Source: an optimization exercise on an open RTL-to-GDS flow (aim: small area, a short achievable clock period and few clock cycles per item). Production flows keep margins and buffers that such runs may drop. Where RTL was checked, it was by simulation tests only, not by an equivalence proof against the original. For runs 1 and 7, only the layout was checked, not whether the RTL still works.

[design.v]
module BCD_Head
#(
	parameter K = 7,
	parameter SW = (K <= 7) ? 15 : 16
)
(
	input [14:0] bits_in,
	output [SW-1:0] state
);
	function automatic [3:0] bcd_add3(input [3:0] i);
		bcd_add3[3] = i[3] | (i[2] & (i[1] | i[0]));
		bcd_add3[2] = (i[3] & i[0]) | (i[2] & ~i[1] & ~i[0]);
		bcd_add3[1] = (i[3] & ~i[0]) | (~i[2] & i[1]) | (i[1] & i[0]);
		bcd_add3[0] = (i[3] & ~i[0]) | (~i[3] & ~i[2] & i[0]) | (i[2] & i[1] & ~i[0]);
	endfunction
	logic [19:0] s;
	integer k;
	always_comb begin
		s = 20'd0;
		for (k = 14; k > 14 - K; k = k - 1) begin
			if (k <= 10) s[3:0] = bcd_add3(s[3:0]);
			if (k <= 7)  s[7:4] = bcd_add3(s[7:4]);
			s = {s[18:0], bits_in[k]};
		end
	end
	assign state = {s[SW-16+K:0], bits_in[14-K:0]};
endmodule
module BCD_16Bit
#(
	parameter K = 7,
	parameter SW = (K <= 7) ? 15 : 16
)
(
	input [SW-1:0] state,
	output [3:0] uni,
	output [3:0] dec,
	output [3:0] cen,
	output [3:0] thou,
	output [3:0] thou2
);
	function automatic [3:0] bcd_add3(input [3:0] i);
		bcd_add3[3] = i[3] | (i[2] & (i[1] | i[0]));
		bcd_add3[2] = (i[3] & i[0]) | (i[2] & ~i[1] & ~i[0]);
		bcd_add3[1] = (i[3] & ~i[0]) | (~i[2] & i[1]) | (i[1] & i[0]);
		bcd_add3[0] = (i[3] & ~i[0]) | (~i[3] & ~i[2] & i[0]) | (i[2] & i[1] & ~i[0]);
	endfunction
	logic [19:0] s;
	integer k;
	always_comb begin
		s = 20'd0;
		s[SW-16+K:0] = state[SW-1:15-K];
		for (k = 14 - K; k >= 0; k = k - 1) begin
			if (k <= 10) s[3:0]   = bcd_add3(s[3:0]);
			if (k <= 7)  s[7:4]   = bcd_add3(s[7:4]);
			if (k <= 4)  s[11:8]  = bcd_add3(s[11:8]);
			if (k <= 0)  s[15:12] = bcd_add3(s[15:12]);
			s = {s[18:0], state[k]};
		end
	end
	assign uni = s[3:0];
	assign dec = s[7:4];
	assign cen = s[11:8];
	assign thou = s[15:12];
	assign thou2 = s[19:16];
endmodule
module SegmentDisplay
(
	input [3:0]value,
	output [6:0]Seg_Result
);
	logic [6:0] seg;
	always_comb begin
		case (value)
			4'd0: seg = 7'h40;
			4'd1: seg = 7'h79;
			4'd2: seg = 7'h24;
			4'd3: seg = 7'h30;
			4'd4: seg = 7'h19;
			4'd5: seg = 7'h12;
			4'd6: seg = 7'h02;
			4'd7: seg = 7'h78;
			4'd8: seg = 7'h00;
			default: seg = 7'h10;
		endcase
	end
	assign Seg_Result = seg;
endmodule
module Seq_Multiplier
(
	input [7:0] multiplier,
	input [7:0] multiplicand,
	output [14:0] product,
	output signBit
);
	wire sa = multiplier[7];
	wire sb = multiplicand[7];
	wire [6:0] a1 = multiplier[6:0] ^ {7{sa}};
	wire [6:0] b1 = multiplicand[6:0] ^ {7{sb}};
	wire pp_0_0 = a1[0] & b1[0];
	wire pp_0_1 = a1[0] & b1[1];
	wire pp_0_2 = a1[0] & b1[2];
	wire pp_0_3 = a1[0] & b1[3];
	wire pp_0_4 = a1[0] & b1[4];
	wire pp_0_5 = a1[0] & b1[5];
	wire pp_0_6 = a1[0] & b1[6];
	wire pp_1_0 = a1[1] & b1[0];
	wire pp_1_1 = a1[1] & b1[1];
	wire pp_1_2 = a1[1] & b1[2];
	wire pp_1_3 = a1[1] & b1[3];
	wire pp_1_4 = a1[1] & b1[4];
	wire pp_1_5 = a1[1] & b1[5];
	wire pp_1_6 = a1[1] & b1[6];
	wire pp_2_0 = a1[2] & b1[0];
	wire pp_2_1 = a1[2] & b1[1];
	wire pp_2_2 = a1[2] & b1[2];
	wire pp_2_3 = a1[2] & b1[3];
	wire pp_2_4 = a1[2] & b1[4];
	wire pp_2_5 = a1[2] & b1[5];
	wire pp_2_6 = a1[2] & b1[6];
	wire pp_3_0 = a1[3] & b1[0];
	wire pp_3_1 = a1[3] & b1[1];
	wire pp_3_2 = a1[3] & b1[2];
	wire pp_3_3 = a1[3] & b1[3];
	wire pp_3_4 = a1[3] & b1[4];
	wire pp_3_5 = a1[3] & b1[5];
	wire pp_3_6 = a1[3] & b1[6];
	wire pp_4_0 = a1[4] & b1[0];
	wire pp_4_1 = a1[4] & b1[1];
	wire pp_4_2 = a1[4] & b1[2];
	wire pp_4_3 = a1[4] & b1[3];
	wire pp_4_4 = a1[4] & b1[4];
	wire pp_4_5 = a1[4] & b1[5];
	wire pp_4_6 = a1[4] & b1[6];
	wire pp_5_0 = a1[5] & b1[0];
	wire pp_5_1 = a1[5] & b1[1];
	wire pp_5_2 = a1[5] & b1[2];
	wire pp_5_3 = a1[5] & b1[3];
	wire pp_5_4 = a1[5] & b1[4];
	wire pp_5_5 = a1[5] & b1[5];
	wire pp_5_6 = a1[5] & b1[6];
	wire pp_6_0 = a1[6] & b1[0];
	wire pp_6_1 = a1[6] & b1[1];
	wire pp_6_2 = a1[6] & b1[2];
	wire pp_6_3 = a1[6] & b1[3];
	wire pp_6_4 = a1[6] & b1[4];
	wire pp_6_5 = a1[6] & b1[5];
	wire pp_6_6 = a1[6] & b1[6];
	wire sb1_0 = sa & b1[0];
	wire sa1_0 = sb & a1[0];
	wire sb1_1 = sa & b1[1];
	wire sa1_1 = sb & a1[1];
	wire sb1_2 = sa & b1[2];
	wire sa1_2 = sb & a1[2];
	wire sb1_3 = sa & b1[3];
	wire sa1_3 = sb & a1[3];
	wire sb1_4 = sa & b1[4];
	wire sa1_4 = sb & a1[4];
	wire sb1_5 = sa & b1[5];
	wire sa1_5 = sb & a1[5];
	wire sb1_6 = sa & b1[6];
	wire sa1_6 = sb & a1[6];
	wire ss = sa & sb;
	wire hs0 = pp_0_4 ^ pp_1_3;
	wire hc0 = pp_0_4 & pp_1_3;
	wire fs1 = pp_0_5 ^ pp_1_4 ^ pp_2_3;
	wire fc1 = (pp_0_5 & pp_1_4) | (pp_0_5 & pp_2_3) | (pp_1_4 & pp_2_3);
	wire hs2 = pp_3_2 ^ pp_4_1;
	wire hc2 = pp_3_2 & pp_4_1;
	wire fs3 = pp_0_6 ^ pp_1_5 ^ pp_2_4;
	wire fc3 = (pp_0_6 & pp_1_5) | (pp_0_6 & pp_2_4) | (pp_1_5 & pp_2_4);
	wire fs4 = pp_3_3 ^ pp_4_2 ^ pp_5_1;
	wire fc4 = (pp_3_3 & pp_4_2) | (pp_3_3 & pp_5_1) | (pp_4_2 & pp_5_1);
	wire hs5 = pp_6_0 ^ sb1_6;
	wire hc5 = pp_6_0 & sb1_6;
	wire fs6 = pp_1_6 ^ pp_2_5 ^ pp_3_4;
	wire fc6 = (pp_1_6 & pp_2_5) | (pp_1_6 & pp_3_4) | (pp_2_5 & pp_3_4);
	wire hs7 = pp_4_3 ^ pp_5_2;
	wire hc7 = pp_4_3 & pp_5_2;
	wire hs8 = pp_2_6 ^ pp_3_5;
	wire hc8 = pp_2_6 & pp_3_5;
	wire hs9 = pp_0_2 ^ pp_1_1;
	wire hc9 = pp_0_2 & pp_1_1;
	wire fs10 = pp_0_3 ^ pp_1_2 ^ pp_2_1;
	wire fc10 = (pp_0_3 & pp_1_2) | (pp_0_3 & pp_2_1) | (pp_1_2 & pp_2_1);
	wire hs11 = pp_3_0 ^ sb1_3;
	wire hc11 = pp_3_0 & sb1_3;
	wire fs12 = hs0 ^ pp_2_2 ^ pp_3_1;
	wire fc12 = (hs0 & pp_2_2) | (hs0 & pp_3_1) | (pp_2_2 & pp_3_1);
	wire fs13 = pp_4_0 ^ sb1_4 ^ sa1_4;
	wire fc13 = (pp_4_0 & sb1_4) | (pp_4_0 & sa1_4) | (sb1_4 & sa1_4);
	wire fs14 = hc0 ^ fs1 ^ hs2;
	wire fc14 = (hc0 & fs1) | (hc0 & hs2) | (fs1 & hs2);
	wire fs15 = pp_5_0 ^ sb1_5 ^ sa1_5;
	wire fc15 = (pp_5_0 & sb1_5) | (pp_5_0 & sa1_5) | (sb1_5 & sa1_5);
	wire fs16 = fc1 ^ hc2 ^ fs3;
	wire fc16 = (fc1 & hc2) | (fc1 & fs3) | (hc2 & fs3);
	wire fs17 = fs4 ^ hs5 ^ sa1_6;
	wire fc17 = (fs4 & hs5) | (fs4 & sa1_6) | (hs5 & sa1_6);
	wire fs18 = fc3 ^ fc4 ^ hc5;
	wire fc18 = (fc3 & fc4) | (fc3 & hc5) | (fc4 & hc5);
	wire fs19 = fs6 ^ hs7 ^ pp_6_1;
	wire fc19 = (fs6 & hs7) | (fs6 & pp_6_1) | (hs7 & pp_6_1);
	wire fs20 = fc6 ^ hc7 ^ hs8;
	wire fc20 = (fc6 & hc7) | (fc6 & hs8) | (hc7 & hs8);
	wire fs21 = pp_4_4 ^ pp_5_3 ^ pp_6_2;
	wire fc21 = (pp_4_4 & pp_5_3) | (pp_4_4 & pp_6_2) | (pp_5_3 & pp_6_2);
	wire fs22 = hc8 ^ pp_3_6 ^ pp_4_5;
	wire fc22 = (hc8 & pp_3_6) | (hc8 & pp_4_5) | (pp_3_6 & pp_4_5);
	wire hs23 = pp_5_4 ^ pp_6_3;
	wire hc23 = pp_5_4 & pp_6_3;
	wire hs24 = pp_4_6 ^ pp_5_5;
	wire hc24 = pp_4_6 & pp_5_5;
	wire hs25 = pp_0_0 ^ sb1_0;
	wire hc25 = pp_0_0 & sb1_0;
	wire fs26 = pp_0_1 ^ pp_1_0 ^ sb1_1;
	wire fc26 = (pp_0_1 & pp_1_0) | (pp_0_1 & sb1_1) | (pp_1_0 & sb1_1);
	wire fs27 = hs9 ^ pp_2_0 ^ sb1_2;
	wire fc27 = (hs9 & pp_2_0) | (hs9 & sb1_2) | (pp_2_0 & sb1_2);
	wire fs28 = hc9 ^ fs10 ^ hs11;
	wire fc28 = (hc9 & fs10) | (hc9 & hs11) | (fs10 & hs11);
	wire fs29 = fc10 ^ hc11 ^ fs12;
	wire fc29 = (fc10 & hc11) | (fc10 & fs12) | (hc11 & fs12);
	wire fs30 = fc12 ^ fc13 ^ fs14;
	wire fc30 = (fc12 & fc13) | (fc12 & fs14) | (fc13 & fs14);
	wire fs31 = fc14 ^ fc15 ^ fs16;
	wire fc31 = (fc14 & fc15) | (fc14 & fs16) | (fc15 & fs16);
	wire fs32 = fc16 ^ fc17 ^ fs18;
	wire fc32 = (fc16 & fc17) | (fc16 & fs18) | (fc17 & fs18);
	wire fs33 = fc18 ^ fc19 ^ fs20;
	wire fc33 = (fc18 & fc19) | (fc18 & fs20) | (fc19 & fs20);
	wire fs34 = fc20 ^ fc21 ^ fs22;
	wire fc34 = (fc20 & fc21) | (fc20 & fs22) | (fc21 & fs22);
	wire fs35 = fc22 ^ hc23 ^ hs24;
	wire fc35 = (fc22 & hc23) | (fc22 & hs24) | (hc23 & hs24);
	wire hs36 = hc24 ^ pp_5_6;
	wire hc36 = hc24 & pp_5_6;
	wire hs37 = hs25 ^ sa1_0;
	wire hc37 = hs25 & sa1_0;
	wire fs38 = hc25 ^ fs26 ^ sa1_1;
	wire fc38 = (hc25 & fs26) | (hc25 & sa1_1) | (fs26 & sa1_1);
	wire fs39 = fc26 ^ fs27 ^ sa1_2;
	wire fc39 = (fc26 & fs27) | (fc26 & sa1_2) | (fs27 & sa1_2);
	wire fs40 = fc27 ^ fs28 ^ sa1_3;
	wire fc40 = (fc27 & fs28) | (fc27 & sa1_3) | (fs28 & sa1_3);
	wire fs41 = fc28 ^ fs29 ^ fs13;
	wire fc41 = (fc28 & fs29) | (fc28 & fs13) | (fs29 & fs13);
	wire fs42 = fc29 ^ fs30 ^ fs15;
	wire fc42 = (fc29 & fs30) | (fc29 & fs15) | (fs30 & fs15);
	wire fs43 = fc30 ^ fs31 ^ fs17;
	wire fc43 = (fc30 & fs31) | (fc30 & fs17) | (fs31 & fs17);
	wire fs44 = fc31 ^ fs32 ^ fs19;
	wire fc44 = (fc31 & fs32) | (fc31 & fs19) | (fs32 & fs19);
	wire fs45 = fc32 ^ fs33 ^ fs21;
	wire fc45 = (fc32 & fs33) | (fc32 & fs21) | (fs33 & fs21);
	wire fs46 = fc33 ^ fs34 ^ hs23;
	wire fc46 = (fc33 & fs34) | (fc33 & hs23) | (fs34 & hs23);
	wire fs47 = fc34 ^ fs35 ^ pp_6_4;
	wire fc47 = (fc34 & fs35) | (fc34 & pp_6_4) | (fs35 & pp_6_4);
	wire fs48 = fc35 ^ hs36 ^ pp_6_5;
	wire fc48 = (fc35 & hs36) | (fc35 & pp_6_5) | (hs36 & pp_6_5);
	wire hs49 = hc36 ^ pp_6_6;
	wire hc49 = hc36 & pp_6_6;
	wire [14:0] rx = {1'b0, hc49, fc48, fc47, fc46, fc45, fc44, fc43, fc42, fc41, fc40, fc39, fc38, hc37, hs37};
	wire [14:0] ry = {1'b0, 1'b0, hs49, fs48, fs47, fs46, fs45, fs44, fs43, fs42, fs41, fs40, fs39, fs38, ss};
	assign product = rx + ry;
	assign signBit = (sa & ~sb & |multiplicand) | (sb & ~sa & |multiplier);
endmodule
module Practica_1
#(
	parameter NBits = 8,
	parameter N2Bits = NBits*2,
	parameter K = 9,	 
	parameter SW = (K <= 7) ? 15 : 16	 
)
(
	input clk,
	input reset,
	input start,
	input [NBits-1:0] multiplier,
	input [NBits-1:0] multiplicand,
	output [6:0]uni_Seg_out,
	output [6:0]dec_Seg_out,
	output [6:0]cen_Seg_out,
	output [6:0]thou_Seg_out,
	output [6:0]thou2_Seg_out,
	output [6:0]sign_Seg_out,
	output ready
);
wire [14:0] prod;
wire [SW-1:0] bcd_state;
wire minus;
Seq_Multiplier SM1 (.multiplier(multiplier), .multiplicand(multiplicand), .product(prod), .signBit(minus));
BCD_Head #(K) BH1 (.bits_in(prod), .state(bcd_state));
logic [SW-1:0] state_q;
logic minus_q;
logic ready_q;
always_ff @(posedge clk) begin
	state_q <= bcd_state;
	minus_q <= minus;
end
always_ff @(posedge clk, negedge reset) begin
	if (!reset) ready_q <= 1'b0;
	else ready_q <= start;
end
wire [3:0] uni, dec, cen, thou, thou2;
BCD_16Bit #(K) BCD1 (.state(state_q), .uni(uni), .dec(dec), .cen(cen), .thou(thou), .thou2(thou2));
SegmentDisplay SD0 (.value(uni),   .Seg_Result(uni_Seg_out));
SegmentDisplay SD1 (.value(dec),   .Seg_Result(dec_Seg_out));
SegmentDisplay SD2 (.value(cen),   .Seg_Result(cen_Seg_out));
SegmentDisplay SD3 (.value(thou),  .Seg_Result(thou_Seg_out));
SegmentDisplay SD4 (.value(thou2), .Seg_Result(thou2_Seg_out));
assign sign_Seg_out = minus_q ? 7'h3F : 7'h7F;
assign ready = ready_q;
endmodule
[flow/run.sh]
#!/bin/bash
# The standard layout (standard.sh), with two changes:
#  - synthesis maps logic with flow/abc_custom.script (see flow/my_synth.tcl);
#  - port buffers are sky130_fd_sc_hd__buf_2 cells.
# make's output goes to flow_make.log here; each tool's full log is under orfs/logs.
set -euo pipefail
bash standard.sh "SYNTH_SCRIPT=$PWD/flow/my_synth.tcl" \
  "BUFFER_PORTS_ARGS=-buffer_cell sky130_fd_sc_hd__buf_2" finish > flow_make.log 2>&1
[flow/abc_custom.script]
strash
&get -n
&dch -f
&nf -D 3500 -R 1000
&put
topo
stime -c
buffer -c
upsize -c
dnsize -c
[flow/fa_mode]
none
[flow/my_synth.tcl]
# The standard synthesis (synth_recipe.tcl) with two changes to how the
# combinational logic is mapped; registers, their names and cell types come
# from the same steps as the standard synthesis:
#  - the ABC call uses abc_custom.script (next to this file) instead of ORFS's
#    abc_area/abc_speed script;
#  - extract_fa only extracts full adders (no half adders), so that XOR/AND
#    pairs are left to ABC.
set ::custom_dir [file dirname [file normalize [info script]]]
set ::custom_abc_script [file join $::custom_dir abc_custom.script]
set ::custom_fa_mode -fa
if {[file exists [file join $::custom_dir fa_mode]]} {
  set f [open [file join $::custom_dir fa_mode]]; set ::custom_fa_mode [string trim [read $f]]; close $f
}
proc abc {args} {
  set i [lsearch -exact $args -script]
  if {$i >= 0} { lset args [expr {$i + 1}] $::custom_abc_script }
  puts "custom abc: $args"
  yosys abc {*}$args
}
proc extract_fa {args} {
  puts "custom extract_fa: $::custom_fa_mode $args"
  if {$::custom_fa_mode ne "none"} { yosys extract_fa {*}$::custom_fa_mode {*}$args }
}
proc synth {args} { yosys synth -nofsm -noshare {*}$args }
source $::env(SCRIPTS_DIR)/synth.tcl
# left out here: clear keep_hierarchy, flatten, clean up, hide names made inside functions, write 1_2_yosys.v
[standard.sh]
#!/bin/bash
# synth_recipe.tcl (not shown) runs the flow's synth.tcl, then flattens the netlist and writes it again
# the make line also repeats each setting of config.mk as NAME=value (left out here)
make -C /OpenROAD-flow-scripts/flow DESIGN_CONFIG=/design/flow/config.mk WORK_HOME=/design/flow/orfs CLKGATE_MAP_FILE= SYNTH_SCRIPT=/design/flow/synth_recipe.tcl "${@:-finish}"
[config.mk]
export PLATFORM = sky130hd
export DESIGN_NAME = Practica_1
export DESIGN_NICKNAME = Practica_1
export VERILOG_FILES = /design/flow/design.v
export SDC_FILE = /design/flow/constraint.sdc
export NUM_CORES = 4
export LEC_CHECK = 0
export ABC_AREA = 1
export CAP_MARGIN = 20
export CORE_MARGIN = 2
export CORE_UTILIZATION = 40
export SLEW_MARGIN = 20
[constraint.sdc]
create_clock -name core_clock -period 12.0 [get_ports {clk}]
set_input_delay 2.4000 -clock core_clock [delete_from_list [all_inputs] [get_ports {clk}]]
set_output_delay 2.4000 -clock core_clock [all_outputs]
set_load 0.01 [all_outputs]
==> results of run 1 <==
cell usage after synthesis, drive strengths merged, types with 19 or more instances:
library cell    n  share of area (%)
nor2          138                 12
nand2         124                 10
xnor2          54                 11
o21ai          52                5.8
a21oi          45                5.2
inv            32                2.7
xor2           31                9.2
nor3           26                3.1
and2           23                3.2
buf            19                3.2
nand2b         19                2.6
final timing paths:
path                                  from          to  slack, ns  depth (start not counted)
setup / recovery           multiplicand[7]  state_q[7]       3.61                         34
min in group core_clock              start     ready_q       2.25                          1
hold / removal                       reset     ready_q       1.91                          1
max in group asynchronous            reset     ready_q      10.00                          1
per-layer routing:
| metal | wire (µm) | GRT usage, % | vias up |
|---|---|---|---|
| met5 | 0 | 0 | - |
| met4 | 65 | 3.04 | 0 |
| met3 | 303 | 1.23 | 5 |
| met2 | 4700 | 32.2 | 62 |
| met1 | 4800 | 20.7 | 2132 |
| li1 | - | - | 2539 |
state kept, by name, summed over array words and instances, names as in the netlist:
name / flops
state_q: 16
ready_q: 1
minus_q: 1
layout make-up:
type,count,area share [%]
Tap cell,140,3.56
Sequential cell,18,7.42
Clock buffer,4,1.81
Multi-Input combinational cell,668,79.5
Inverter,32,2.44
Timing Repair Buffer,52,5.29
critical path, delay by kind of cell:
kind	cells	cell delay [ns]
XOR/XNOR	5	1.72
buffers and inverters	2	0.61
AND/OR/NAND/NOR	19	2.21
adder cells (fa/ha/maj)	1	0.39
AO/OA/AOI/OAI	7	1.19
kinds of logic after synthesis:
group           after synthesis
simple gates                386
compound gates              176
xor+xnor                     86
buf+inv                      51
flops                        18
fa+ha+maj                    10
other cells                   2
mux                           1
stage by stage:
step           util [%]  std cells  setup slack, ns
2_1_floorplan         -        737             4.74
3_3_place_gp       44.2        910             3.72
3_5_place_dp       44.2        910             3.42
4_1_cts            45.0        914             3.66
5_1_grt            45.0        914             2.92
6_report           45.0        914             3.61
layout by cell type (no fill, tap or decap), drive strengths merged, types with 2 or more instances in the layout:
cell type and count:
a21o 8, a21boi 4, dfxtp 17, a211oi 5, a22o 3, xor2 31, nor4 5, a211o 2
o21bai 4, o22a 2, nor3b 2, nor2b 13, o21ai 52, or2 10, and2 23, o21a 12
inv 32, a31oi 3, o22ai 10, nor3 26, conb 9, o31ai 2, xnor2 54, nor2 138
nand3 14, or3 2, nand2b 19, nand2 124, a22oi 17, nand4 2, nand3b 2, buf 52
clkbuf 4, a21oi 45, o211ai 4, and3 5, maj3 10
==> impl_metrics.toml, run 1 <==
[drt]
via_per_inst = 5.18
wl_per_cell_um = 10.8
post-route-drc-count = 0
drt-total-wl_mm = 9.87
drt_pre_antenna_iters = 4
first_iter_violations = 205
ant_nets = 0
vias = 4738

[timing]
hold_ws_ns = 1.91
finalHoldViolCount = 0
tns_ns = 0
fin_crit_ns = 8.39
setup_violations = 0
rsz0062_at_grt = "no"
fmaxAchievable_ghz = 0.119
tightestPinTransition_ns = 0.735
slew_viol_final = 0
slew_headroom_pct = 50.9
period_share_pct = 69.9

[clock_tree]
root_buffer = "clkbuf_16"
clk_pin_slew_ns = 0.05
cts_tree = "built"
cts_num_sinks = 18
hold_buffers = 0
post_cts_buffers = 0
numCtsBuffers = 3
cts_resized = 0
htree_levels = 1
clock_path_buffers = 2

[synth]
ys_types = 59
synthAdderAreaFrac_pct = 2.30
async_flop_share_pct = 5.56
synthCells = 730
avgSynthCellArea_um2 = 6.18
synth_top_family_by_area = "simple AND/OR/NAND/NOR gates"
synth_compound_area_share_pct = 24.3
synth-xor-area-share_pct = 20.7
synth-edff-count = 0
synthSimpleGateAreaFrac_pct = 38.4
synth-seq-area-share_pct = 8.10
synth_area_um2 = 4510
dominantRegCellSynth = "dfxtp_1"
yosysWarnings = 4
synth_mux_area_share_pct = 0.222
synth-seq-cells = 18

[run]
max_cap_viol_count = 0

[final_layout]
antennaDiodeCount = 0
fill_cells = 1169
stdcell_area_um2 = 4920
multiInputGateArea_um2 = 3910
fin_nets = 794
layout-drive-gt1-share_pct = 11.8
regArea_um2 = 365
area_growth_pct = 9.04

[critical_path]
crit_required_ns = 12.14
cp_common_cell = "nand2_1"
critPathKind = "input pin to flip-flop"
critical_path.slowest_cell = "xor2_1"
cp-end-kind = "flip-flop"
cp.arrival_ns = 8.53
slowest_delay_ns = 0.66
worstPathMaxFanout = 20
startpoint_type = "input pin"

[floorplan]
die_y_um = 110
core-area_um2 = 10900
die_area_um2 = 12100
die_w_um = 110
num_io_pins = 62
rows = 38
start_util_pct = 41.3

[outcome]
status = "no timing/DRC/antenna violations"

[placed_design]
post_dp_cell_area_um2 = 4830
numPortBuffers = 52
dp_hpwl_mm = 8.27
gp_congestion = 0.847

[grt]
grt_max_degree = 21
grt_pass1_wl_mm = 17.4
grtUsageTotal_pct = 16.8
antenna_found_initial = 0
grt_remaining_overflow = 0
grt_pass1_vias = 4343

[min_path]
hp-class = "input pin to async pin"
==> run 2: changes to the inputs <==
--- a/design.v
+++ b/design.v
@@ -269,7 +269,7 @@
 #(
 	parameter NBits = 8,
 	parameter N2Bits = NBits*2,
-	parameter K = 9,	 
+	parameter K = 8,	 
 	parameter SW = (K <= 7) ? 15 : 16	 
 )
 (
==> flow/abc_custom.script (replaced) <==
strash
dch
map -D 3500
topo
stime -c
buffer -c
upsize -c
dnsize -c
==> impl_metrics.toml, run 2 <==
[timing]
finalHoldViolCount = 0
setup_violations = 0
rsz0062_at_grt = "no"
post-route-worst-setup-slack_ns = 5.22
fmaxAchievable_ghz = 0.148
tns_ns = 0
slew_viol_final = 0
tightestPinTransition_ns = 0.544
slew_headroom_pct = 63.3
fin_crit_ns = 6.78
period_share_pct = 56.5

[drt]
drt_pre_antenna_iters = 5
via_per_inst = 4.80
drt-total-wl_mm = 11.5
post-route-drc-count = 0
wl_per_cell_um = 10.2
vias = 5425
ant_nets = 0
first_iter_violations = 244

[critical_path]
critPathKind = "input pin to flip-flop"
worstPathMaxFanout = 17
cp-end-kind = "flip-flop"
slowest_delay_ns = 0.34
crit_required_ns = 12.20
startpoint_type = "input pin"
critical_path.slowest_cell = "buf_2"
worstSetupStartpoint = "multiplier[7]"
cp.arrival_ns = 6.97
cp_common_cell = "nand2_1"
endpoint = "state_q[8]"

[synth]
synth_top_area_share_pct = 16.1
synthCells = 938
yosys.area.top_type = "nand2_1"
synth_mux_area_share_pct = 0
synth_compound_area_share_pct = 19.8
ys_types = 57
synth-seq-cells = 18
synth_top_family_by_area = "simple AND/OR/NAND/NOR gates"
synth-xor-area-share_pct = 12.5
dominantRegCellSynth = "dfxtp_1"
synthSimpleGateAreaFrac_pct = 44.3
avgSynthCellArea_um2 = 5.23
synth-seq-area-share_pct = 7.45
yosysMostFrequentCell = "nand2_1"
synthAdderAreaFrac_pct = 0.204
synth_area_um2 = 4910
synth-edff-count = 0
yosysWarnings = 4
yosys-top-cells-area = "nand2_1, nor2_1, inv_1"
async_flop_share_pct = 5.56
synth.top_cells.by_count = "nand2_1, nor2_1, inv_1, a21oi_1, nand3_1"

[clock_tree]
cts_tree = "built"
cts_resized = 0
root_buffer = "clkbuf_16"
clk_pin_slew_ns = 0.05
post_cts_buffers = 0
clock_path_buffers = 2
hold_buffers = 0
numCtsBuffers = 3
htree_levels = 1
cts_num_sinks = 18

[floorplan]
die_area_um2 = 13200
core-area_um2 = 12000
rows = 40
num_io_pins = 62
die_y_um = 115
start_util_pct = 40.8
die_w_um = 115

[final_layout]
biggestRegsByFlops = "state_q (16), minus_q (1), ready_q (1)"
fin_nets = 1003
regMostFlops = "state_q"
regArea_um2 = 365
post-route-util_pct = 44.3
layout-drive-gt1-share_pct = 11.6
layout_common_cells = "nand2_1, nor2_1, inv_1"
antennaDiodeCount = 0
final_common_cell = "nand2_1"
area_growth_pct = 8.54
multiInputGateArea_um2 = 3800
largest_reg_flops = 16
fill_cells = 1369

[placed_design]
dp_hpwl_mm = 9.99
gp_congestion = 0.885
post-place-ws_ns = 5.03
numPortBuffers = 52

[run]
max_cap_viol_count = 0

[grt]
grtUsageTotal_pct = 18.1
grt_pass1_vias = 4734
grt_max_degree = 18
grt_pass1_wl_mm = 20.1
antenna_found_initial = 0
grt_remaining_overflow = 0

[outcome]
status = "no timing/DRC/antenna violations"

[min_path]
hp-class = "input pin to async pin"
run 2: changes by cell type in the layout (fill, tap and decap cells not counted), moves of 11 or more:
| cell | change |
|---|---|
| a21oi_1 | +11 |
| a22oi_1 | -12 |
| and2_1 | -18 |
| inv_1 | +125 |
| nand2_1 | +88 |
| nand2_2 | +11 |
| nand2b_1 | -19 |
| nand3_1 | +28 |
| nor2_1 | +38 |
| nor2b_1 | -13 |
| xnor2_1 | -32 |
| xor2_1 | +22 |
run 2: cell type report:
class | count | area share (%)
multi-input cells | 744 | 71.5
inverters | 165 | 11.7
repair buffers | 52 | 4.89
flip-flops and latches | 18 | 6.86
clock buffers | 4 | 1.67
well taps | 147 | 3.45
run 2: worst min path at each step:
stage / cells past startpoint / start / to / slack (ns)
after CTS: 1 / reset / ready_q / 1.90
final: 1 / reset / ready_q / 1.91
after global placement: 1 / reset / ready_q / 2.18
after floorplan: 0 / reset / ready_q / 2.10
after detailed placement: 1 / reset / ready_q / 2.18
after global routing: 1 / reset / ready_q / 1.90
run 2: cell families after synthesis:
family / after synthesis
simple gates: 508
xor+xnor: 65
compound gates: 161
fa+ha+maj: 1
buf+inv: 183
flops: 18
other cells: 2
run 2: routing by layer:
metal | track usage (%) | share of wire (%) | vias to the layer above
li1 | - | - | 3016
met1 | 25.2 | 52 | 2291
met2 | 30.8 | 43 | 110
met3 | 2.11 | 4.9 | 8
met4 | 2.89 | 1.1 | 0
met5 | 0 | 0 | -
run 2: critical path: cells and delay by family:
| kind | cells | cell delay, ns |
|---|---|---|
| AOI/OAI and AO/OA | 6 | 0.93 |
| xor gates and xnor gates | 4 | 0.88 |
| buffers and inverters | 3 | 0.53 |
| and+or+nand+nor | 17 | 2.22 |
run 2: per-stage QoR:
stage / instances / hold WS [ns] / instance area, µm²
global route: 1130 / 1.90 / 5330
detailed placement: 1126 / 2.18 / 5240
CTS: 1130 / 1.90 / 5330
finish: 1130 / 1.91 / 5330
floorplan: 945 / 2.10 / 4930
global placement: 1126 / 2.18 / 5240
Testbench counts of run 2, summed over its fixed seeds: cycles 16,000, items 8,000.
==> run 3: changes to the inputs <==
--- a/config.mk
+++ b/config.mk
@@ -8,5 +8,7 @@
 export ABC_AREA = 1
 export CAP_MARGIN = 20
 export CORE_MARGIN = 2
-export CORE_UTILIZATION = 40
+export CORE_UTILIZATION = 65
+export CTS_BUF_LIST = sky130_fd_sc_hd__clkbuf_8
+export PLACE_DENSITY = 0.75
 export SLEW_MARGIN = 20
==> impl_metrics.toml, run 3 <==
[outcome]
status = "no timing/DRC/antenna violations"

[final_layout]
biggestRegsByFlops = "state_q (16), minus_q (1), ready_q (1)"
largest_reg_flops = 16
area_growth_pct = 6.63
layout.cells.non_filler = 1082
antennaDiodeCount = 0
layout-drive-gt1-share_pct = 11.6
final_common_cell = "nand2_1"
fill_cells = 694
layout_common_cells = "nand2_1, nor2_1, inv_1"
regMostFlops = "state_q"
fin_nets = 1003

[clock_tree]
htree_levels = 1
cts_tree = "built"
hold_buffers = 0
cts_resized = 0
cts_num_sinks = 18
root_buffer = "clkbuf_8"
numCtsBuffers = 3
clk_pin_slew_ns = 0.07
clock_path_buffers = 2
post_cts_buffers = 0

[synth]
dominantRegCellSynth = "dfxtp_1"
synth.top_cells.by_count = "nand2_1, nor2_1, inv_1, a21oi_1, nand3_1"
synth-seq-cells = 18
synth-seq-area-share_pct = 7.45
yosysWarnings = 4
async_flop_share_pct = 5.56
yosys-top-cells-area = "nand2_1, nor2_1, inv_1"
yosysMostFrequentCell = "nand2_1"
ys_types = 57
avgSynthCellArea_um2 = 5.23
synth_area_um2 = 4910
yosys.area.top_type = "nand2_1"
synth_top_area_share_pct = 16.1
synth-edff-count = 0
synthCells = 938

[drt]
ant_nets = 0
highest_layer = "met4"
first_iter_violations = 285
post-route-drc-count = 0
via_per_inst = 5.42
wl_met1_mm = 5.05
vias = 5860
wl_per_cell_um = 11.9
wl_met3_um = 535
drt_pre_antenna_iters = 7
route.met2.wl_mm = 6.72
drt-total-wl_mm = 12.8

[critical_path]
critical_path.slowest_cell = "a221oi_1"
cp.arrival_ns = 7.07
crit_required_ns = 12.14
cpLargestDelayFamily = "simple AND/OR/NAND/NOR gates"
cp-end-kind = "flip-flop"
path_buf_inv = 5
startpoint_type = "input pin"
critPathKind = "input pin to flip-flop"
cp_common_cell = "nand2_1"
worstSetupStartpoint = "multiplier[7]"
worstPathMaxFanout = 17
slowest_delay_ns = 0.39

[timing]
hold_ws_ns = 1.91
period_share_pct = 57.7
finalHoldViolCount = 0
tightestPinTransition_ns = 0.573
tns_ns = 0
fin_crit_ns = 6.93
slew_headroom_pct = 61.4
setup_violations = 0
slew_viol_final = 0
fmaxAchievable_ghz = 0.144
rsz0062_at_grt = "no"

[run]
max_cap_viol_count = 0

[floorplan]
num_io_pins = 62
rows = 31
core-area_um2 = 7290
die_y_um = 90.9
die_area_um2 = 8260
start_util_pct = 67.3
die_w_um = 90.9

[placed_design]
numPortBuffers = 52
gp_congestion = 0.970
dp_hpwl_mm = 10.8
dp.cells = 1078

[grt]
grt_pass1_wl_mm = 22.7
grt_pass1_vias = 5600
grt_remaining_overflow = 0
antenna_found_initial = 0
grtUsageTotal_pct = 31.6
grt_max_degree = 18

[min_path]
hp-class = "input pin to async pin"
run 3: cell types whose count changed in the layout (fill, tap and decap cells not counted):
cell	delta
clkbuf_16	-3
clkbuf_8	+3
run 3: cell families after synthesis:
family	share of synthesized area (%)
simple gates	44.3
compound gates	19.8
buf+inv	15.5
xor+xnor	12.5
flops	7.45
fa+ha+maj	0.204
other cells	0.153
run 3: metrics by stage:
step	worst slack [ns]	cell area, µm²	utilization [%]
3_3_place_gp	5.10	5180	71.0
2_1_floorplan	5.75	4930	-
6_report	5.07	5230	71.7
4_1_cts	5.17	5230	71.7
3_5_place_dp	4.90	5180	71.0
5_1_grt	4.53	5230	71.7
run 3: final cells by class:
| cell class | count | area, µm² | area share [%] |
|---|---|---|---|
| Sequential cell | 18 | 365 | 6.98 |
| Tap cell | 99 | 124 | 2.37 |
| Inverter | 165 | 622 | 11.9 |
| Clock buffer | 4 | 55.1 | 1.05 |
| Multi-Input combinational cell | 744 | 3800 | 72.7 |
| Timing Repair Buffer | 52 | 260 | 4.97 |
run 3: routing by layer:
metal / global-route usage [%] / vias to the layer above
met5: 0 / -
met4: 13.8 / 0
met3: 1.67 / 41
met2: 64.6 / 189
met1: 32.7 / 2599
li1: - / 3031
run 3: path summary, 6_finish.rpt:
path	to	slack (ns)	depth (start not counted)
max	state_q[11]	5.07	27
min	ready_q	1.91	1
max in group asynchronous	ready_q	10.01	1
min in group core_clock	ready_q	2.25	1
==> run 4: changes to the inputs <==
==> flow/run.sh (replaced) <==
#!/bin/bash
# The standard layout (standard.sh) with two changes:
#  - synthesis runs flow/my_synth.tcl: the standard flow's synthesis script, except that
#    ABC maps the logic with flow/abc_custom.script and extract_fa is set by
#    flow/fa_mode ("none": adders are left to ABC as plain logic);
#  - port buffers are sky130_fd_sc_hd__buf_2 cells.
# make's output goes to flow_make.log here; each tool's full log is in orfs/logs.
set -euo pipefail
bash standard.sh "SYNTH_SCRIPT=$PWD/flow/my_synth.tcl" \
  "BUFFER_PORTS_ARGS=-buffer_cell sky130_fd_sc_hd__buf_2" finish > flow_make.log 2>&1
==> flow/abc_custom.script (replaced) <==
strash
dch
map -D 4000
topo
stime -c
buffer -c
upsize -c
dnsize -c
--- a/flow/my_synth.tcl
+++ b/flow/my_synth.tcl
@@ -3,8 +3,8 @@
 # from the same steps as the standard synthesis:
 #  - the ABC call uses abc_custom.script (next to this file) instead of ORFS's
 #    abc_area/abc_speed script;
-#  - extract_fa only extracts full adders (no half adders), so that XOR/AND
-#    pairs are left to ABC.
+#  - extract_fa runs with the options in fa_mode next to this file (default
+#    -fa, full adders only); "none" skips it, leaving adders to ABC.
 set ::custom_dir [file dirname [file normalize [info script]]]
 set ::custom_abc_script [file join $::custom_dir abc_custom.script]
 set ::custom_fa_mode -fa
--- a/config.mk
+++ b/config.mk
@@ -8,7 +8,5 @@
 export ABC_AREA = 1
 export CAP_MARGIN = 20
 export CORE_MARGIN = 2
-export CORE_UTILIZATION = 65
-export CTS_BUF_LIST = sky130_fd_sc_hd__clkbuf_8
-export PLACE_DENSITY = 0.75
+export CORE_UTILIZATION = 40
 export SLEW_MARGIN = 20
==> impl_metrics.toml, run 4 <==
[min_path]
hp-class = "input pin to async pin"

[critical_path]
critical_path.slowest_cell = "buf_2"
critPathKind = "input pin to flip-flop"
cp-end-kind = "flip-flop"
slowest_delay_ns = 0.29
cp.arrival_ns = 6.97
startpoint_type = "input pin"
worstPathMaxFanout = 17
crit_required_ns = 12.13
cp_common_cell = "nand2_1"

[synth]
synth-seq-area-share_pct = 7.56
synth_area_um2 = 4830
synth.top_cells.by_count = "nand2_1, nor2_1, inv_1, a21oi_1, xor2_1"
synth-edff-count = 0
synthSimpleGateAreaFrac_pct = 43.2
synth_top_area_share_pct = 15.1
avgSynthCellArea_um2 = 5.17
dominantRegCellSynth = "dfxtp_1"
synth-seq-cells = 18
ys_types = 54
synth_compound_area_share_pct = 19.6
yosysMostFrequentCell = "nand2_1"
synthAdderAreaFrac_pct = 0.207
synth-xor-area-share_pct = 11.5
synthCells = 936
yosys.area.top_type = "nand2_1"
async_flop_share_pct = 5.56
yosys-top-cells-area = "nand2_1, nor2_1, inv_1"
synth_top_family_by_area = "simple AND/OR/NAND/NOR gates"
yosysWarnings = 4
synth_mux_area_share_pct = 0

[timing]
post-route-worst-setup-slack_ns = 5.15
setup_violations = 0
rsz0062_at_grt = "no"
tns_ns = 0
finalHoldViolCount = 0
fin_crit_ns = 6.85
fmaxAchievable_ghz = 0.146
slew_viol_final = 0
slew_headroom_pct = 50.6
hold_ws_ns = 1.91
tightestPinTransition_ns = 0.734
period_share_pct = 57.1

[final_layout]
fin_nets = 1002
post-route-util_pct = 44.1
largest_reg_flops = 16
multiInputGateArea_um2 = 3630
biggestRegsByFlops = "state_q (16), minus_q (1), ready_q (1)"
area_growth_pct = 8.70
fill_cells = 1350
layout.cells.non_filler = 1129
layout-drive-gt1-share_pct = 12.5
final_common_cell = "nand2_1"
stdcell_area_um2 = 5260
antennaDiodeCount = 0
regMostFlops = "state_q"
regArea_um2 = 365
layout_common_cells = "nand2_1, nor2_1, inv_1"

[clock_tree]
numCtsBuffers = 3
cts_resized = 0
post_cts_buffers = 0
root_buffer = "clkbuf_16"
hold_buffers = 0
clock_path_buffers = 2
htree_levels = 1
cts_tree = "built"
clk_pin_slew_ns = 0.06
cts_num_sinks = 18

[drt]
ant_nets = 0
post-route-drc-count = 0
drt-total-wl_mm = 11.5
drt_pre_antenna_iters = 5
wl_per_cell_um = 10.2
vias = 5318
first_iter_violations = 237
via_per_inst = 4.71

[floorplan]
start_util_pct = 40.6
rows = 40
core-area_um2 = 11900
die_y_um = 114
num_io_pins = 62
die_w_um = 114
die_area_um2 = 13000

[placed_design]
numPortBuffers = 52
gp_congestion = 0.880
dp_hpwl_mm = 10.1
post-place-ws_ns = 4.90
post_dp_cell_area_um2 = 5170
dp.cells = 1125

[grt]
grtUsageTotal_pct = 18.4
antenna_found_initial = 0
grt_pass1_wl_mm = 20.2
grt_max_degree = 18
grt_remaining_overflow = 0
grt_pass1_vias = 4728

[outcome]
status = "no timing/DRC/antenna violations"

[run]
max_cap_viol_count = 0
run 4: cell types whose count changed after synthesis, sizes merged, moves of 4 or more:
cell | previous run | this run
a21oi | 55 | 65
nand2 | 224 | 209
a21boi | 9 | 3
nand3 | 43 | 34
xor2 | 41 | 45
nand4 | 7 | 3
inv | 163 | 190
nor2 | 183 | 191
o21a | 5 | 1
xnor2 | 24 | 14
run 4: critical path: cells and delay by family:
family                 cells  cell delay, ns
buffers and inverters      5            0.66
XOR/XNOR                   4            0.61
AO/OA/AOI/OAI              6            0.89
AND/OR/NAND/NOR           20            2.39
run 4: cell families (layout without fill, tap and decap cells):
kind of cell,after synthesis,count (layout)
AOI/OAI and AO/OA,158,158
xor gates and xnor gates,59,59
adders and majority gates,1,1
buffers and inverters,210,249
DFF,18,18
other,2,9
and+or+nand+nor,488,488
run 4: worst paths after layout:
check	depth (start not counted)	start	to	slack, ns
worst min-delay path	1	reset	ready_q	1.91
min in group core_clock	1	start	ready_q	2.26
max in group asynchronous	1	reset	ready_q	10.01
worst max-delay path	35	multiplier[7]	state_q[8]	5.15
run 4: final cells by class:
type,count,share of cell area (%)
multi-input combinational,715,69.1
sequential,18,6.95
tap,147,3.50
clock buffer,4,1.69
timing repair buffer,52,4.95
inverter,193,13.8
run 4: per-layer routing:
layer  vias up  GRT usage, %  share of wire, %
met4         0          3.25               1.1
met5         -             0                 0
met3        10         0.903               2.6
met2        71          33.6                47
li1       2972             -                 -
met1      2265          24.2                49
==> run 5: changes to the inputs <==
==> flow/abc_custom.script (replaced) <==
strash
dch
map -D 3500
topo
stime -c
buffer -c
upsize -c
dnsize -c
--- a/config.mk
+++ b/config.mk
@@ -8,5 +8,5 @@
 export ABC_AREA = 1
 export CAP_MARGIN = 20
 export CORE_MARGIN = 2
-export CORE_UTILIZATION = 40
+export CORE_UTILIZATION = 55
 export SLEW_MARGIN = 20
==> impl_metrics.toml, run 5 <==
[outcome]
status = "no timing/DRC/antenna violations"

[timing]
period_share_pct = 56.8
rsz0062_at_grt = "no"
fin_crit_ns = 6.81
fmaxAchievable_ghz = 0.147
slew_viol_final = 0
slew_headroom_pct = 60.9
tightestPinTransition_ns = 0.584
tns_ns = 0
setup_violations = 0
hold_ws_ns = 1.89
post-route-worst-setup-slack_ns = 5.19
finalHoldViolCount = 0

[clock_tree]
root_buffer = "clkbuf_8"
clk_pin_slew_ns = 0.08
cts_tree = "built"
numCtsBuffers = 3
cts_num_sinks = 18
hold_buffers = 0
post_cts_buffers = 0
htree_levels = 1
cts_resized = 0
clock_path_buffers = 2

[drt]
first_iter_violations = 195
post-route-drc-count = 0
drt_pre_antenna_iters = 7
vias = 5619
wl_per_cell_um = 11.1
via_per_inst = 5.15
ant_nets = 0
drt-total-wl_mm = 12.1

[critical_path]
crit_required_ns = 9.60
cp-end-kind = "output port"
critPathKind = "flip-flop to output port"
cp.arrival_ns = 4.41
startpoint_type = "flip-flop"
worstPathMaxFanout = 6

[floorplan]
die_w_um = 98.4
start_util_pct = 56.5
die_area_um2 = 9690
core-area_um2 = 8680
num_io_pins = 62
rows = 34
die_y_um = 98.4

[synth]
yosys.area.top_type = "nand2_1"
async_flop_share_pct = 5.56
synth_top_area_share_pct = 16.1
synth-edff-count = 0
synth-seq-cells = 18
dominantRegCellSynth = "dfxtp_1"
synthCells = 938
synth-seq-area-share_pct = 7.45
yosys-top-cells-area = "nand2_1, nor2_1, inv_1"
ys_types = 57
avgSynthCellArea_um2 = 5.23
yosysMostFrequentCell = "nand2_1"
synth.top_cells.by_count = "nand2_1, nor2_1, inv_1, a21oi_1, nand3_1"
synth_area_um2 = 4910
yosysWarnings = 4

[final_layout]
biggestRegsByFlops = "state_q (16), minus_q (1), ready_q (1)"
fin_nets = 1003
multiInputGateArea_um2 = 3800
regMostFlops = "state_q"
largest_reg_flops = 16
post-route-util_pct = 60.4
fill_cells = 884
layout.cells.non_filler = 1091
final_common_cell = "nand2_1"
layout_common_cells = "nand2_1, nor2_1, inv_1"
antennaDiodeCount = 0
area_growth_pct = 6.86
layout-drive-gt1-share_pct = 11.6
regArea_um2 = 365
stdcell_area_um2 = 5240

[grt]
use_met1_pct = 28.7
grt_pass1_vias = 5280
grt_remaining_overflow = 0
grt_max_degree = 18
use_met3_pct = 1.35
grtUsageTotal_pct = 25.8
grt_pass1_wl_mm = 21.6
grt_use_met2_pct = 53.1
grt_busiest_layer = "met2"
antenna_found_initial = 0

[placed_design]
dp.cells = 1087
post-place-ws_ns = 4.89
dp_hpwl_mm = 10.4
gp_congestion = 0.914
numPortBuffers = 52
post_dp_cell_area_um2 = 5190

[run]
max_cap_viol_count = 0

[min_path]
hp-class = "input pin to async pin"
==> run 5: layout make-up <==
cell class              count  area share, %
clock buffers               4           1.05
well taps                 108           2.58
flip-flops and latches     18           6.97
inverters                 165           11.9
multi-input cells         744           72.6
repair buffers             52           4.96
==> run 5: worst paths after layout <==
check                      startpoint               to  slack (ns)
max                        state_q[7]  thou_Seg_out[3]        5.19
min                             reset          ready_q        1.89
max in group asynchronous       reset          ready_q       10.03
min in group core_clock         start          ready_q        2.23
==> run 5: cell families (layout without fill, tap and decap cells) <==
| group | after synthesis | count (layout) | share of synthesized area, % |
|---|---|---|---|
| compound gates | 161 | 161 | 19.8 |
| buf+inv | 183 | 221 | 15.5 |
| fa+ha+maj | 1 | 1 | 0.204 |
| flops | 18 | 18 | 7.45 |
| simple gates | 508 | 508 | 44.3 |
| other cells | 2 | 9 | 0.153 |
| xor+xnor | 65 | 65 | 12.5 |
==> run 5: worst max-delay path, cell delays in order, from the launching register on <==
cell     delay [ns]
dfxtp_1        0.34
inv_1          0.09
nand2_1        0.08
a21oi_1        0.27
inv_1          0.12
nor2_1         0.11
inv_1          0.07
o22ai_1        0.22
nor3_1         0.09
nor3_1         0.32
inv_1          0.10
o21ai_0        0.17
nand2_1        0.13
inv_1          0.10
nor2_1         0.04
a221o_1        0.34
nor2_1         0.10
inv_1          0.06
o21ai_0        0.26
nand2_1        0.08
a21oi_1        0.40
inv_1          0.13
nor2_1         0.16
nor2_1         0.06
o21ai_0        0.10
nor2_1         0.06
buf_2          0.14
==> run 5: layer usage <==
metal  share of wire [%]  wire length, µm  vias up
met4                 1.3              163        0
met1                  43             5220     2489
met5                   0                0        -
met3                 2.9              352       13
met2                  53             6380       91
li1                    -                -     3026
==> run 6: changes to the inputs <==
--- a/config.mk
+++ b/config.mk
@@ -8,5 +8,5 @@
 export ABC_AREA = 1
 export CAP_MARGIN = 20
 export CORE_MARGIN = 2
-export CORE_UTILIZATION = 55
+export CORE_UTILIZATION = 40
 export SLEW_MARGIN = 20
==> impl_metrics.toml, run 6 <==
[synth]
synth_compound_area_share_pct = 19.8
synth_top_area_share_pct = 16.1
synth_top_family_by_area = "simple AND/OR/NAND/NOR gates"
synth-seq-cells = 18
yosys-top-cells-area = "nand2_1, nor2_1, inv_1"
ys_types = 57
dominantRegCellSynth = "dfxtp_1"
synth_mux_area_share_pct = 0
synthCells = 938
synth-edff-count = 0
synthSimpleGateAreaFrac_pct = 44.3
synth_area_um2 = 4910
yosysWarnings = 4
synth-seq-area-share_pct = 7.45
synth-xor-area-share_pct = 12.5
synth.top_cells.by_count = "nand2_1, nor2_1, inv_1, a21oi_1, nand3_1"
async_flop_share_pct = 5.56
avgSynthCellArea_um2 = 5.23
yosysMostFrequentCell = "nand2_1"
synthAdderAreaFrac_pct = 0.204
yosys.area.top_type = "nand2_1"

[timing]
period_share_pct = 56.5
slew_headroom_pct = 63.3
setup_violations = 0
fmaxAchievable_ghz = 0.148
slew_viol_final = 0
finalHoldViolCount = 0
fin_crit_ns = 6.78
tns_ns = 0
tightestPinTransition_ns = 0.544
rsz0062_at_grt = "no"

[critical_path]
cp-end-kind = "flip-flop"
cp_common_cell = "nand2_1"
cp.arrival_ns = 6.97
cpLargestDelayFamily = "simple AND/OR/NAND/NOR gates"
crit_required_ns = 12.20
critical_path.slowest_cell = "buf_2"
critPathKind = "input pin to flip-flop"
startpoint_type = "input pin"
path_buf_inv = 3
slowest_delay_ns = 0.34
worstPathMaxFanout = 17

[drt]
post-route-drc-count = 0
wl_per_cell_um = 10.2
ant_nets = 0
via_per_inst = 4.80
drt_pre_antenna_iters = 5
drt-total-wl_mm = 11.5
vias = 5425
first_iter_violations = 244

[clock_tree]
post_cts_buffers = 0
cts_tree = "built"
cts_resized = 0
cts_num_sinks = 18
root_buffer = "clkbuf_16"
htree_levels = 1
numCtsBuffers = 3
hold_buffers = 0
clock_path_buffers = 2
clk_pin_slew_ns = 0.05

[min_path]
hp-class = "input pin to async pin"

[final_layout]
antennaDiodeCount = 0
layout-drive-gt1-share_pct = 11.6
post-route-util_pct = 44.3
biggestRegsByFlops = "state_q (16), minus_q (1), ready_q (1)"
fill_cells = 1369
layout_common_cells = "nand2_1, nor2_1, inv_1"
final_common_cell = "nand2_1"
largest_reg_flops = 16
area_growth_pct = 8.54
regMostFlops = "state_q"
fin_nets = 1003

[floorplan]
start_util_pct = 40.8
die_area_um2 = 13200
num_io_pins = 62
die_y_um = 115
rows = 40
core-area_um2 = 12000
die_w_um = 115

[run]
max_cap_viol_count = 0

[grt]
grt_max_degree = 18
grt_pass1_vias = 4734
antenna_found_initial = 0
grtUsageTotal_pct = 18.1
grt_pass1_wl_mm = 20.1
grt_remaining_overflow = 0

[placed_design]
dp_hpwl_mm = 9.99
gp_congestion = 0.885
numPortBuffers = 52

[outcome]
status = "no timing/DRC/antenna violations"
## run 6: cell types whose count changed in the layout (fill, tap and decap cells not counted)
cell / previous run / this run
clkbuf_8: 4 / 1
clkbuf_16: 0 / 3
## run 6: final cells by class
| type | instances | area (µm²) | share of cell area, % |
|---|---|---|---|
| clock buffer | 4 | 88.8 | 1.67 |
| inverter | 165 | 622 | 11.7 |
| multi-input combinational | 744 | 3800 | 71.5 |
| sequential | 18 | 365 | 6.86 |
| tap | 147 | 184 | 3.45 |
| timing repair buffer | 52 | 260 | 4.89 |
## run 6: cell families after synthesis
logic type / after synthesis
adder cells (fa/ha/maj): 1
XOR/XNOR: 65
AND/OR/NAND/NOR: 508
other: 2
AO/OA/AOI/OAI: 161
flip-flops: 18
buffers and inverters: 183
## run 6: path summary, 6_finish.rpt
path | cells past startpoint | slack [ns] | endpoint | start
worst max-delay path | 30 | 5.22 | state_q[8] | multiplier[7]
worst min-delay path | 1 | 1.91 | ready_q | reset
max in group asynchronous | 1 | 10.01 | ready_q | reset
min in group core_clock | 1 | 2.25 | ready_q | start
## run 6: per-layer routing
layer / part of all wire, % / GRT usage (%) / vias up / wire length (µm)
met2: 43 / 30.8 / 110 / 4890
met4: 1.1 / 2.89 / 0 / 122
met3: 4.9 / 2.11 / 8 / 559
li1: - / - / 3016 / -
met5: 0 / 0 / - / 0
met1: 52 / 25.2 / 2291 / 5930
## run 6: per-stage QoR
stage          setup slack (ns)  cell area (µm²)  std cells  hold slack (ns)
6_report                   5.22             5330       1130             1.91
5_1_grt                    4.61             5330       1130             1.90
4_1_cts                    5.28             5330       1130             1.90
3_5_place_dp               5.03             5240       1126             2.18
3_3_place_gp               5.02             5240       1126             2.18
2_1_floorplan              5.75             4930        945             2.10
==> run 7: changes to the inputs <==
--- a/design.v
+++ b/design.v
@@ -292,11 +292,9 @@
 Seq_Multiplier SM1 (.multiplier(multiplier), .multiplicand(multiplicand), .product(prod), .signBit(minus));
 BCD_Head #(K) BH1 (.bits_in(prod), .state(bcd_state));
 logic [SW-1:0] state_q;
-logic minus_q;
 logic ready_q;
 always_ff @(posedge clk) begin
 	state_q <= bcd_state;
-	minus_q <= minus;
 end
 always_ff @(posedge clk, negedge reset) begin
 	if (!reset) ready_q <= 1'b0;
@@ -309,6 +307,6 @@
 SegmentDisplay SD2 (.value(cen),   .Seg_Result(cen_Seg_out));
 SegmentDisplay SD3 (.value(thou),  .Seg_Result(thou_Seg_out));
 SegmentDisplay SD4 (.value(thou2), .Seg_Result(thou2_Seg_out));
-assign sign_Seg_out = minus_q ? 7'h3F : 7'h7F;
+assign sign_Seg_out = minus ? 7'h3F : 7'h7F;
 assign ready = ready_q;
 endmodule
==> impl_metrics.toml, run 7 <==
[synth]
avgSynthCellArea_um2 = 5.32
synth_area_um2 = 4900
synth-seq-cells = 17
synthCells = 921
ys_types = 56
dominantRegCellSynth = "dfxtp_1"
yosysWarnings = 4
synth_top_area_share_pct = 14.8
synth.top_cells.by_count = "nand2_1, nor2_1, inv_1, a21oi_1, nand3_1"
async_flop_share_pct = 5.88
yosysMostFrequentCell = "nand2_1"
yosys-top-cells-area = "nand2_1, nor2_1, inv_1"
synth-seq-area-share_pct = 7.05
yosys.area.top_type = "nand2_1"
synth-edff-count = 0

[final_layout]
antennaDiodeCount = 0
fin_nets = 987
layout_common_cells = "nand2_1, nor2_1, inv_1"
final_common_cell = "nand2_1"
layout.cells.non_filler = 1114
biggestRegsByFlops = "state_q (16), ready_q (1)"
layout-drive-gt1-share_pct = 13.2
regMostFlops = "state_q"
largest_reg_flops = 16
area_growth_pct = 8.56

[run]
max_cap_viol_count = 0

[floorplan]
core-area_um2 = 12000
die_w_um = 115
num_io_pins = 62
rows = 40
start_util_pct = 41.0
die_y_um = 115
die_area_um2 = 13100

[grt]
grt_pass1_vias = 4609
grt_max_degree = 18
grt_pass1_wl_mm = 18.7
grtUsageTotal_pct = 16.4
grt_remaining_overflow = 0
antenna_found_initial = 0

[critical_path]
startpoint_type = "input pin"
cp_common_cell = "nor2_1"
slowest_delay_ns = 0.43
crit_required_ns = 12.12
cp-end-kind = "flip-flop"
worstPathMaxFanout = 17
critPathKind = "input pin to flip-flop"
critical_path.slowest_cell = "a221oi_1"
cp.arrival_ns = 6.96

[drt]
drt-total-wl_mm = 10.6
vias = 5396
via_per_inst = 4.84
ant_nets = 0
wl_per_cell_um = 9.51
first_iter_violations = 239
post-route-drc-count = 0
drt_pre_antenna_iters = 5

[min_path]
hp-class = "input pin to async pin"

[clock_tree]
htree_levels = 1
cts_num_sinks = 17
clk_pin_slew_ns = 0.05
cts_tree = "built"
numCtsBuffers = 3
root_buffer = "clkbuf_16"
hold_buffers = 0
post_cts_buffers = 0
cts_resized = 0
clock_path_buffers = 2

[placed_design]
numPortBuffers = 52
dp.cells = 1110
dp_hpwl_mm = 9.06
gp_congestion = 0.830

[timing]
period_share_pct = 57.0
rsz0062_at_grt = "no"
fin_crit_ns = 6.84
setup_violations = 0
slew_headroom_pct = 50.8
fmaxAchievable_ghz = 0.146
slew_viol_final = 0
finalHoldViolCount = 0
tns_ns = 0
tightestPinTransition_ns = 0.735

[outcome]
status = "no timing/DRC/antenna violations"
-- run 7: cells by family (layout without fill, tap and decap cells) --
| family | count (synthesis) | count (layout) | share of synthesized area, % |
|---|---|---|---|
| simple gates | 496 | 496 | 44.4 |
| buf+inv | 176 | 215 | 15.0 |
| compound gates | 171 | 171 | 21.8 |
| xor+xnor | 59 | 59 | 11.5 |
| flops | 17 | 17 | 7.05 |
| other cells | 2 | 9 | 0.153 |
-- run 7: stage by stage --
step	setup WS, ns	util, %	hold WS [ns]	area (µm²)
2_1_floorplan	5.80	-	2.10	4920
3_3_place_gp	4.88	43.7	2.17	5230
3_5_place_dp	4.78	43.7	2.18	5230
4_1_cts	5.03	44.4	1.91	5310
5_1_grt	4.48	44.5	1.92	5320
6_report	5.16	44.5	1.92	5320
-- run 7: area by class of cell --
cell class	count	area [µm²]
multi-input combinational	735	3850
sequential	17	345
tap	147	184
timing repair buffer	52	260
fill	1355	6640
clock inverter	1	5.00
inverter	159	597
clock buffer	3	75.1
-- run 7: worst paths after layout --
kind / from / end / slack, ns / cells after the start
min in group core_clock: start / ready_q / 2.26 / 1
setup / recovery: multiplier[7] / state_q[11] / 5.16 / 31
hold / removal: reset / ready_q / 1.92 / 1
max in group asynchronous: reset / ready_q / 10.00 / 1
-- run 7: metal layers --
metal	vias to the layer above	GRT usage, %	share of wire [%]
li1	3010	-	-
met1	2288	21.7	50
met2	86	29.3	46
met3	12	0.476	3.2
met4	0	3.82	1.2
met5	-	0	0
-- run 7: worst max-delay path, delay by kind of cell --
family,cells,cell delay [ns]
buffers and inverters,4,0.64
xor gates and xnor gates,1,0.13
AOI/OAI and AO/OA,6,1.16
and+or+nand+nor,20,2.61
==> run 8: changes to the inputs <==
--- a/design.v
+++ b/design.v
@@ -292,9 +292,11 @@
 Seq_Multiplier SM1 (.multiplier(multiplier), .multiplicand(multiplicand), .product(prod), .signBit(minus));
 BCD_Head #(K) BH1 (.bits_in(prod), .state(bcd_state));
 logic [SW-1:0] state_q;
+logic minus_q;
 logic ready_q;
 always_ff @(posedge clk) begin
 	state_q <= bcd_state;
+	minus_q <= minus;
 end
 always_ff @(posedge clk, negedge reset) begin
 	if (!reset) ready_q <= 1'b0;
@@ -307,6 +309,6 @@
 SegmentDisplay SD2 (.value(cen),   .Seg_Result(cen_Seg_out));
 SegmentDisplay SD3 (.value(thou),  .Seg_Result(thou_Seg_out));
 SegmentDisplay SD4 (.value(thou2), .Seg_Result(thou2_Seg_out));
-assign sign_Seg_out = minus ? 7'h3F : 7'h7F;
+assign sign_Seg_out = minus_q ? 7'h3F : 7'h7F;
 assign ready = ready_q;
 endmodule
==> flow/run.sh (replaced) <==
#!/bin/bash
# The standard layout (standard.sh) with two changes:
#  - synthesis runs flow/my_synth.tcl: the standard flow's synthesis script, except that
#    ABC maps the logic with flow/abc_custom.script and extract_fa is set by
#    flow/fa_mode ("none": adders are left to ABC as plain logic);
#  - port buffers are sky130_fd_sc_hd__buf_1 cells.
# make's output goes to flow_make.log here; each tool's full log is in orfs/logs.
set -euo pipefail
bash standard.sh "SYNTH_SCRIPT=$PWD/flow/my_synth.tcl" \
  "BUFFER_PORTS_ARGS=-buffer_cell sky130_fd_sc_hd__buf_1" finish > flow_make.log 2>&1
==> impl_metrics.toml, run 8 <==
[timing]
fmaxAchievable_ghz = 0.140
period_share_pct = 59.5
setup_violations = 0
slew_headroom_pct = 39.3
tns_ns = 0
tightestPinTransition_ns = 0.910
rsz0062_at_grt = "no"
fin_crit_ns = 7.14
finalHoldViolCount = 0
slew_viol_final = 0

[synth]
dominantRegCellSynth = "dfxtp_1"
synth_top_family_by_area = "simple AND/OR/NAND/NOR gates"
yosysWarnings = 4
async_flop_share_pct = 5.56
synthSimpleGateAreaFrac_pct = 44.3
synth_mux_area_share_pct = 0
synth.top_cells.by_count = "nand2_1, nor2_1, inv_1, a21oi_1, nand3_1"
synth_compound_area_share_pct = 19.8
yosys.area.top_type = "nand2_1"
synth-seq-cells = 18
yosysMostFrequentCell = "nand2_1"
ys_types = 57
synth-seq-area-share_pct = 7.45
synth_area_um2 = 4910
synth-xor-area-share_pct = 12.5
synthAdderAreaFrac_pct = 0.204
synthCells = 938
yosys-top-cells-area = "nand2_1, nor2_1, inv_1"
synth_top_area_share_pct = 16.1
avgSynthCellArea_um2 = 5.23
synth-edff-count = 0

[drt]
vias = 5425
drt_pre_antenna_iters = 5
post-route-drc-count = 0
wl_per_cell_um = 10.1
ant_nets = 0
first_iter_violations = 323
drt-total-wl_mm = 11.4
via_per_inst = 4.80

[clock_tree]
htree_levels = 1
hold_buffers = 0
cts_tree = "built"
clock_path_buffers = 2
cts_resized = 0
root_buffer = "clkbuf_16"
cts_num_sinks = 18
post_cts_buffers = 0
clk_pin_slew_ns = 0.05
numCtsBuffers = 3

[final_layout]
fin_nets = 1003
layout_common_cells = "nand2_1, nor2_1, inv_1"
biggestRegsByFlops = "state_q (16), minus_q (1), ready_q (1)"
antennaDiodeCount = 0
final_common_cell = "nand2_1"
area_growth_pct = 7.22
regMostFlops = "state_q"
layout-drive-gt1-share_pct = 6.31
largest_reg_flops = 16

[grt]
grtUsageTotal_pct = 17.9
grt_remaining_overflow = 0
antenna_found_initial = 0
grt_pass1_vias = 4815
grt_max_degree = 18
grt_pass1_wl_mm = 20.2

[critical_path]
cp_common_cell = "nand2_1"
critical_path.slowest_cell = "buf_1"
critPathKind = "input pin to flip-flop"
cp.arrival_ns = 7.28
slowest_delay_ns = 0.66
worstPathMaxFanout = 17
cp-end-kind = "flip-flop"
startpoint_type = "input pin"
crit_required_ns = 12.14

[floorplan]
die_area_um2 = 13200
num_io_pins = 62
die_y_um = 115
start_util_pct = 40.8
die_w_um = 115
rows = 40
core-area_um2 = 12000

[run]
max_cap_viol_count = 0

[outcome]
status = "no timing/DRC/antenna violations"

[placed_design]
dp_hpwl_mm = 9.81
numPortBuffers = 52
gp_congestion = 0.929

[min_path]
hp-class = "input pin to async pin"
## run 8: kinds of logic after synthesis
| kind of cell | count (synthesis) |
|---|---|
| compound gates | 161 |
| xor+xnor | 65 |
| fa+ha+maj | 1 |
| buf+inv | 183 |
| flops | 18 |
| other cells | 2 |
| simple gates | 508 |
## run 8: area by class of cell
class,count,area (µm²)
Timing Repair Buffer,52,195
Sequential cell,18,365
Tap cell,147,184
Multi-Input combinational cell,744,3800
Fill cell,1346,6750
Clock buffer,4,88.8
Inverter,165,622
## run 8: layer usage
metal	vias to the layer above	track usage, %	share of wire [%]
met5	-	0	0
met4	0	2.89	0.96
met3	6	2.11	5.0
met2	105	30.3	43
met1	2297	25.1	51
li1	3017	-	-
## run 8: path summary, 6_finish.rpt
path | to | start | cells after the start
min in group core_clock | ready_q | start | 1
max in group asynchronous | ready_q | reset | 1
setup / recovery | state_q[8] | multiplier[7] | 33
hold / removal | ready_q | reset | 1
## run 8: metrics by stage
step | instance area [µm²] | std cells | utilization, % | hold WS (ns) | setup slack, ns
floorplan | 4930 | 945 | - | 2.10 | 5.75
global placement | 5170 | 1126 | 43.1 | 2.17 | 4.65
detailed placement | 5170 | 1126 | 43.1 | 2.17 | 4.64
CTS | 5260 | 1130 | 43.8 | 1.90 | 4.89
global route | 5260 | 1130 | 43.8 | 1.90 | 4.10
finish | 5260 | 1130 | 43.8 | 1.90 | 4.86
## run 8: critical path: cells and delay by family
kind / cells / cell delay (ns)
AOI/OAI and AO/OA: 4 / 0.49
xor gates and xnor gates: 2 / 0.38
buffers and inverters: 4 / 0.91
and+or+nand+nor: 23 / 3.10
Testbench counts of run 8, summed over its fixed seeds: cycles 16,000, items 8,000.

[what the ideal ports hide]
How much do the figures lean on ideal ports? The routed layouts below were timed once more, with nothing changed but the port constraints.
Step 1: set_driving_cell puts a clkbuf_16 on clk and a buf_2 on each other input, an assumption about the parent block.
Step 2 adds t to the input delays and takes it off the output delays; t is the mean of the earliest and latest rising clock arrival at the registers after step 1. Input paths then give back, and output paths get back, about the clock's delay inside the block.
Slacks: no drivers / after step 1 / after step 2; pairs: no drivers / after step 1.
run | shift t [ns] | slack for setup (ns) | worst setup path after step 2 | latest minus earliest clock arrival (ns) | worst register clock-pin slew, ns
run 1 | 0.280 | 3.608 / 3.617 / 3.337 | input to register | 0.002 / 0.002 | 0.05 / 0.05
run 2 | 0.287 | 5.224 / 5.233 / 4.946 | input to register | 0.005 / 0.006 | 0.06 / 0.06
run 3 | 0.275 | 5.072 / 5.072 / 4.797 | input to register | 0.005 / 0.004 | 0.07 / 0.07
run 4 | 0.280 | 5.151 / 5.158 / 4.878 | input to register | 0.004 / 0.004 | 0.06 / 0.06
run 5 | 0.290 | 5.189 / 5.161 / 4.918 | input to register | 0.013 / 0.013 | 0.08 / 0.08
run 6 | 0.287 | 5.224 / 5.233 / 4.946 | input to register | 0.005 / 0.006 | 0.06 / 0.06
run 7 | 0.277 | 5.163 / 5.173 / 4.897 | input to register | 0.002 / 0.001 | 0.05 / 0.05
run 8 | 0.284 | 4.859 / 4.866 / 4.581 | input to register | 0.001 / 0.001 | 0.05 / 0.05
After both steps every run listed still meets setup and hold.
